This design comes from an exercise in tuning for small area, a short achievable clock period and few clock cycles per item on the open sky130 flow, not from production work.
Where RTL was checked, it was by simulation tests only, not by an equivalence proof against the original.

==> inputs of exp/juniper <==
// cc_block
module cc_block (
	input					i_clk, i_rstn,
	input					i_start,
	input			[255:0]	i_key,
	input			[95:0]	i_non,
	input			[31:0]	i_cnt,
	output	wire	[511:0]	o_stream,
	output	wire			o_done
);
==> module cc_block, before the edit <==
module cc_block (
	input					i_clk, i_rstn,
	input					i_start,
	input			[255:0]	i_key,
	input			[95:0]	i_non,
	input			[31:0]	i_cnt,
	output	wire	[511:0]	o_stream,
	output	wire			o_done
);
	localparam [127:0] SIGMA = {32'h6b206574, 32'h79622d32, 32'h3320646e, 32'h61707865};
	wire	[511:0]	w_init = {i_non, i_cnt, i_key, SIGMA};
	reg		[511:0]	r_x;		 
	reg				r_busy;
	reg		[5:0]	r_step;
	reg				r_done;
	wire			w_h = r_step[0];	 
	function automatic integer perm;
		input integer r, j;
		case (r)
			0: perm = (4 - j) % 4;
			1: perm = (5 - j) % 4;
			2: perm = (6 - j) % 4;
			default: perm = (7 - j) % 4;
		endcase
	endfunction
	wire	[511:0]	w_nx;
	genvar gj, gr;
	generate
		for (gj = 0; gj < 4; gj = gj + 1) begin : g_col
			wire [31:0] a = r_x[32*gj +: 32];
			wire [31:0] b = r_x[32*(4+gj) +: 32];
			wire [31:0] c = r_x[32*(8+gj) +: 32];
			wire [31:0] d = r_x[32*(12+gj) +: 32];
			wire [31:0] a1 = a + b;
			wire [31:0] t  = d ^ a1;
			wire [31:0] t16 = {t[15:0], t[31:16]};
			wire [31:0] t8  = {t[23:0], t[31:24]};
			wire [31:0] d1 = w_h ? t8 : t16;
			wire [31:0] c1 = c + d1;
			wire [31:0] u  = b ^ c1;
			wire [31:0] u12 = {u[19:0], u[31:20]};
			wire [31:0] u7  = {u[24:0], u[31:25]};
		end
		for (gr = 0; gr < 4; gr = gr + 1) begin : g_row
			for (gj = 0; gj < 4; gj = gj + 1) begin : g_pos
				localparam integer K = (gr == 0) ? (4 - gj) % 4 : (gr == 1) ? (5 - gj) % 4 :
									   (gr == 2) ? (6 - gj) % 4 : (7 - gj) % 4;
				wire [31:0] s0, s1;
				if (gr == 0) begin : g_a
					assign s0 = g_col[gj].a1; assign s1 = g_col[K].a1;
				end else if (gr == 1) begin : g_b
					assign s0 = g_col[gj].u12; assign s1 = g_col[K].u7;
				end else if (gr == 2) begin : g_c
					assign s0 = g_col[gj].c1; assign s1 = g_col[K].c1;
				end else begin : g_d
					assign s0 = g_col[gj].t16; assign s1 = g_col[K].t8;
				end
				assign w_nx[32*(4*gr+gj) +: 32] = w_h ? s1 : s0;
			end
		end
	endgenerate
	always @(posedge i_clk) begin
		if (i_start)
			r_x <= w_init;
		else
			r_x <= w_nx;
	end
	always @(posedge i_clk, negedge i_rstn) begin
		if (!i_rstn) begin
			r_busy	<= 1'b0;
			r_step	<= 6'd0;
			r_done	<= 1'b0;
		end
		else begin
			r_done	<= r_busy && (r_step == 6'd39);
			if (i_start) begin
				r_busy	<= 1'b1;
				r_step	<= 6'd0;
			end
			else if (r_busy) begin
				r_busy	<= (r_step != 6'd39);
				r_step	<= r_step + 6'd1;
			end
		end
	end
	genvar gw;
	generate
		for (gw = 0; gw < 16; gw = gw + 1) begin : g_out
			assign o_stream[32*gw +: 32] = r_x[32*gw +: 32] + w_init[32*gw +: 32];
		end
	endgenerate
	assign o_done = r_done;
endmodule
==> flow/config.mk <==
export PLATFORM = sky130hd
export DESIGN_NAME = cc_block
export DESIGN_NICKNAME = cc_block
export VERILOG_FILES = /design/flow/design.v
export SDC_FILE = /design/flow/constraint.sdc
export NUM_CORES = 8
export LEC_CHECK = 0
export CAP_MARGIN = 20
export CORE_MARGIN = 2
export CORE_UTILIZATION = 40
export SLEW_MARGIN = 20
==> flow/constraint.sdc <==
create_clock -name core_clock -period 5.5 [get_ports {i_clk}]
set_input_delay 1.1000 -clock core_clock [delete_from_list [all_inputs] [get_ports {i_clk}]]
set_output_delay 1.1000 -clock core_clock [all_outputs]
set_load 0.01 [all_outputs]
run.sh (not shown) runs the stock make flow with config.mk's settings and CLKGATE_MAP_FILE= SYNTH_SCRIPT=/design/flow/synth_recipe.tcl, a recipe that flattens the netlist after the stock synthesis.
==> exp/violet: changes against exp/juniper <==
--- a/flow/design.v
+++ b/flow/design.v
@@ -84,8 +84,27 @@
 		end
 	end
+	function automatic [31:0] add_bk;
+		input [31:0] x, y;
+		reg [31:0] p, g, gg, pp;
+		integer i, k;
+		begin
+			p = x ^ y; g = x & y; gg = g; pp = p;
+			for (k = 1; k < 32; k = k * 2)
+				for (i = 2*k - 1; i < 32; i = i + 2*k) begin
+					gg[i] = gg[i] | (pp[i] & gg[i-k]);
+					pp[i] = pp[i] & pp[i-k];
+				end
+			for (k = 8; k >= 1; k = k / 2)
+				for (i = 3*k - 1; i < 32; i = i + 2*k) begin
+					gg[i] = gg[i] | (pp[i] & gg[i-k]);
+					pp[i] = pp[i] & pp[i-k];
+				end
+			add_bk = p ^ {gg[30:0], 1'b0};
+		end
+	endfunction
 	genvar gw;
 	generate
 		for (gw = 0; gw < 16; gw = gw + 1) begin : g_out
-			assign o_stream[32*gw +: 32] = r_x[32*gw +: 32] + w_init[32*gw +: 32];
+			assign o_stream[32*gw +: 32] = add_bk(r_x[32*gw +: 32], w_init[32*gw +: 32]);
 		end
 	endgenerate
==> flow/flow/run.sh (new file) <==
#!/bin/bash
# Layout flow: the standard flow (standard.sh) with the input and output
# port buffers made from the library's smallest buffer instead of the delay
# cell the placer picks by default. Every port still gets its own buffer.
set -uo pipefail
cd "$(dirname "${BASH_SOURCE[0]}")/.."
bash standard.sh 'BUFFER_PORTS_ARGS=-buffer_cell sky130_fd_sc_hd__buf_1' finish > flow_standard.log 2>&1
==> flow/standard.sh (new file) <==
#!/bin/bash
# synth_recipe.tcl (not shown) runs the flow's synth.tcl, then flattens the netlist and writes it again
# the make line also repeats each setting of config.mk as NAME=value (left out here)
make -C /OpenROAD-flow-scripts/flow DESIGN_CONFIG=/design/flow/config.mk WORK_HOME=/design/flow/orfs CLKGATE_MAP_FILE= SYNTH_SCRIPT=/design/flow/synth_recipe.tcl "${@:-finish}"
ABC_AREA = 1   (was default)
SETUP_SLACK_MARGIN = 0.3   (was default)
removed: flow/run.sh
==> exp/onyx: changes against exp/juniper <==
--- a/flow/design.v
+++ b/flow/design.v
@@ -15,12 +15,20 @@
 	reg				r_done;
 	wire			w_h = r_step[0];	 
-	function automatic integer perm;
-		input integer r, j;
-		case (r)
-			0: perm = (4 - j) % 4;
-			1: perm = (5 - j) % 4;
-			2: perm = (6 - j) % 4;
-			default: perm = (7 - j) % 4;
-		endcase
+	function automatic [31:0] add_ks;
+		input [31:0] x, y;
+		reg [31:0] p, g, gg, pp, gn, pn;
+		integer i, k;
+		begin
+			p = x ^ y; g = x & y; gg = g; pp = p;
+			for (k = 1; k < 32; k = k * 2) begin
+				gn = gg; pn = pp;
+				for (i = k; i < 32; i = i + 1) begin
+					gn[i] = gg[i] | (pp[i] & gg[i-k]);
+					pn[i] = pp[i] & pp[i-k];
+				end
+				gg = gn; pp = pn;
+			end
+			add_ks = p ^ {gg[30:0], 1'b0};
+		end
 	endfunction
 	wire	[511:0]	w_nx;
@@ -32,10 +40,10 @@
 			wire [31:0] c = r_x[32*(8+gj) +: 32];
 			wire [31:0] d = r_x[32*(12+gj) +: 32];
-			wire [31:0] a1 = a + b;
+			wire [31:0] a1 = add_ks(a, b);
 			wire [31:0] t  = d ^ a1;
 			wire [31:0] t16 = {t[15:0], t[31:16]};
 			wire [31:0] t8  = {t[23:0], t[31:24]};
 			wire [31:0] d1 = w_h ? t8 : t16;
-			wire [31:0] c1 = c + d1;
+			wire [31:0] c1 = add_ks(c, d1);
 			wire [31:0] u  = b ^ c1;
 			wire [31:0] u12 = {u[19:0], u[31:20]};
@@ -84,8 +92,27 @@
 		end
 	end
+	function automatic [31:0] add_bk;
+		input [31:0] x, y;
+		reg [31:0] p, g, gg, pp;
+		integer i, k;
+		begin
+			p = x ^ y; g = x & y; gg = g; pp = p;
+			for (k = 1; k < 32; k = k * 2)
+				for (i = 2*k - 1; i < 32; i = i + 2*k) begin
+					gg[i] = gg[i] | (pp[i] & gg[i-k]);
+					pp[i] = pp[i] & pp[i-k];
+				end
+			for (k = 8; k >= 1; k = k / 2)
+				for (i = 3*k - 1; i < 32; i = i + 2*k) begin
+					gg[i] = gg[i] | (pp[i] & gg[i-k]);
+					pp[i] = pp[i] & pp[i-k];
+				end
+			add_bk = p ^ {gg[30:0], 1'b0};
+		end
+	endfunction
 	genvar gw;
 	generate
 		for (gw = 0; gw < 16; gw = gw + 1) begin : g_out
-			assign o_stream[32*gw +: 32] = r_x[32*gw +: 32] + w_init[32*gw +: 32];
+			assign o_stream[32*gw +: 32] = add_bk(r_x[32*gw +: 32], w_init[32*gw +: 32]);
 		end
 	endgenerate
==> flow/flow/run.sh (new file) <==
#!/bin/bash
# Layout flow: the standard flow (standard.sh) with the input and output
# port buffers made from the library's smallest buffer instead of the delay
# cell the placer picks by default. Every port still gets its own buffer.
set -uo pipefail
cd "$(dirname "${BASH_SOURCE[0]}")/.."
bash standard.sh 'BUFFER_PORTS_ARGS=-buffer_cell sky130_fd_sc_hd__buf_1' finish > flow_standard.log 2>&1
==> flow/standard.sh (new file) <==
#!/bin/bash
# synth_recipe.tcl (not shown) runs the flow's synth.tcl, then flattens the netlist and writes it again
# the make line also repeats each setting of config.mk as NAME=value (left out here)
make -C /OpenROAD-flow-scripts/flow DESIGN_CONFIG=/design/flow/config.mk WORK_HOME=/design/flow/orfs CLKGATE_MAP_FILE= SYNTH_SCRIPT=/design/flow/synth_recipe.tcl "${@:-finish}"
ABC_AREA = 1   (was default)
CORE_UTILIZATION = 48   (was 40)
PLACE_DENSITY = 0.7   (was default)
SETUP_SLACK_MARGIN = 0.5   (was default)
TNS_END_PERCENT = 20   (was default)
removed: flow/run.sh
==> notes <==
- exp/onyx went through all stages and came out clean. exp/violet finished with timing, DRC and antenna clean. exp/juniper completed, yet does not pass: negative setup slack.
- Die area: exp/juniper > exp/violet > exp/onyx.
- Between exp/violet and exp/juniper, the lower clock skew is in exp/juniper (gap 0.0043 ns).
- Against exp/violet, the clock-buffer cell count of exp/juniper is higher by 3.
- The lowest sequential share of layout area belongs to exp/juniper, the highest to exp/onyx.
- Between exp/juniper and exp/onyx, the lower maximum frequency is in exp/juniper (gap about 18%, measured against exp/onyx).
- Hold slack, highest first: exp/juniper, exp/onyx, exp/violet.
- The lowest critical path depth belongs to exp/onyx, the highest to exp/violet.
- Synthesized cell count: exp/violet > exp/onyx > exp/juniper.
==> figures <==
quantity	exp/onyx	exp/juniper	exp/violet
Multiplexer fraction of the synthesized cell area	0%	2.83%	0%
Final worst path period share	92.0%	113%	93.9%
Critical Path AT	3.96 ns	6.82 ns	5.78 ns
Total CTS buffers	66	72	73
Die boundary height	334 um	372 um	367 um
Cell count after synthesis	7383	7012	7479
Share of cells above drive strength 1	12.5%	36.3%	15.3%
Core ar.	108000 um2	135000 um2	131000 um2
Result of the run	finished clean	complete, but fails checks	finished clean
Reasons for failing layout checks	-	negative setup slack	-
Tightest Hold Check Type	input port to async pin	flip-flop to flip-flop	input port to async pin
Number of optimization iterations in the first detailed-route pass	10	8	8
Starting utilization of the core area	48.3%	40.1%	40.2%
Die X-Extent	334 um	372 um	367 um
Fin util	58.8%	69.8%	51.9%
Critical Path Start Type	input port	flip-flop	flip-flop
Total of endpoints with negative setup slack in the final report	0	171	0
Testbench counts of exp/juniper, summed over its fixed seeds: cycles 7,872, blocks 192.
Testbench counts of exp/onyx, summed over its fixed seeds: cycles 7,872, blocks 192.
No functional check of the RTL was part of exp/violet.

[afterwards: timing with drivers on the ports]
In the flow no input, the clock included, has a driving cell. The finished layouts below were timed again as built, in two steps. Step 1 assumes that a clkbuf_16 drives the clock port and a buf_2 every other input. Step 2 times the ports against the registers' clock, not the clock port: input delays grow and output delays shrink by t, the midpoint of the rising clock arrivals with the driver on. a / b / c = no drivers / after step 1 / after step 2; a / b = the first two.
run	t (ns)	setup WS [ns]	worst setup path after step 2
exp/juniper	0.752	-0.705 / -0.705 / -0.705	register to register
exp/violet	0.768	0.337 / 0.299 / 0.321	input to output
exp/onyx	0.738	0.440 / 0.323 / 0.323	input to output
The setup slack of exp/onyx, which loses most, moves by -0.117 ns with the drivers and by -0.117 ns with both steps.
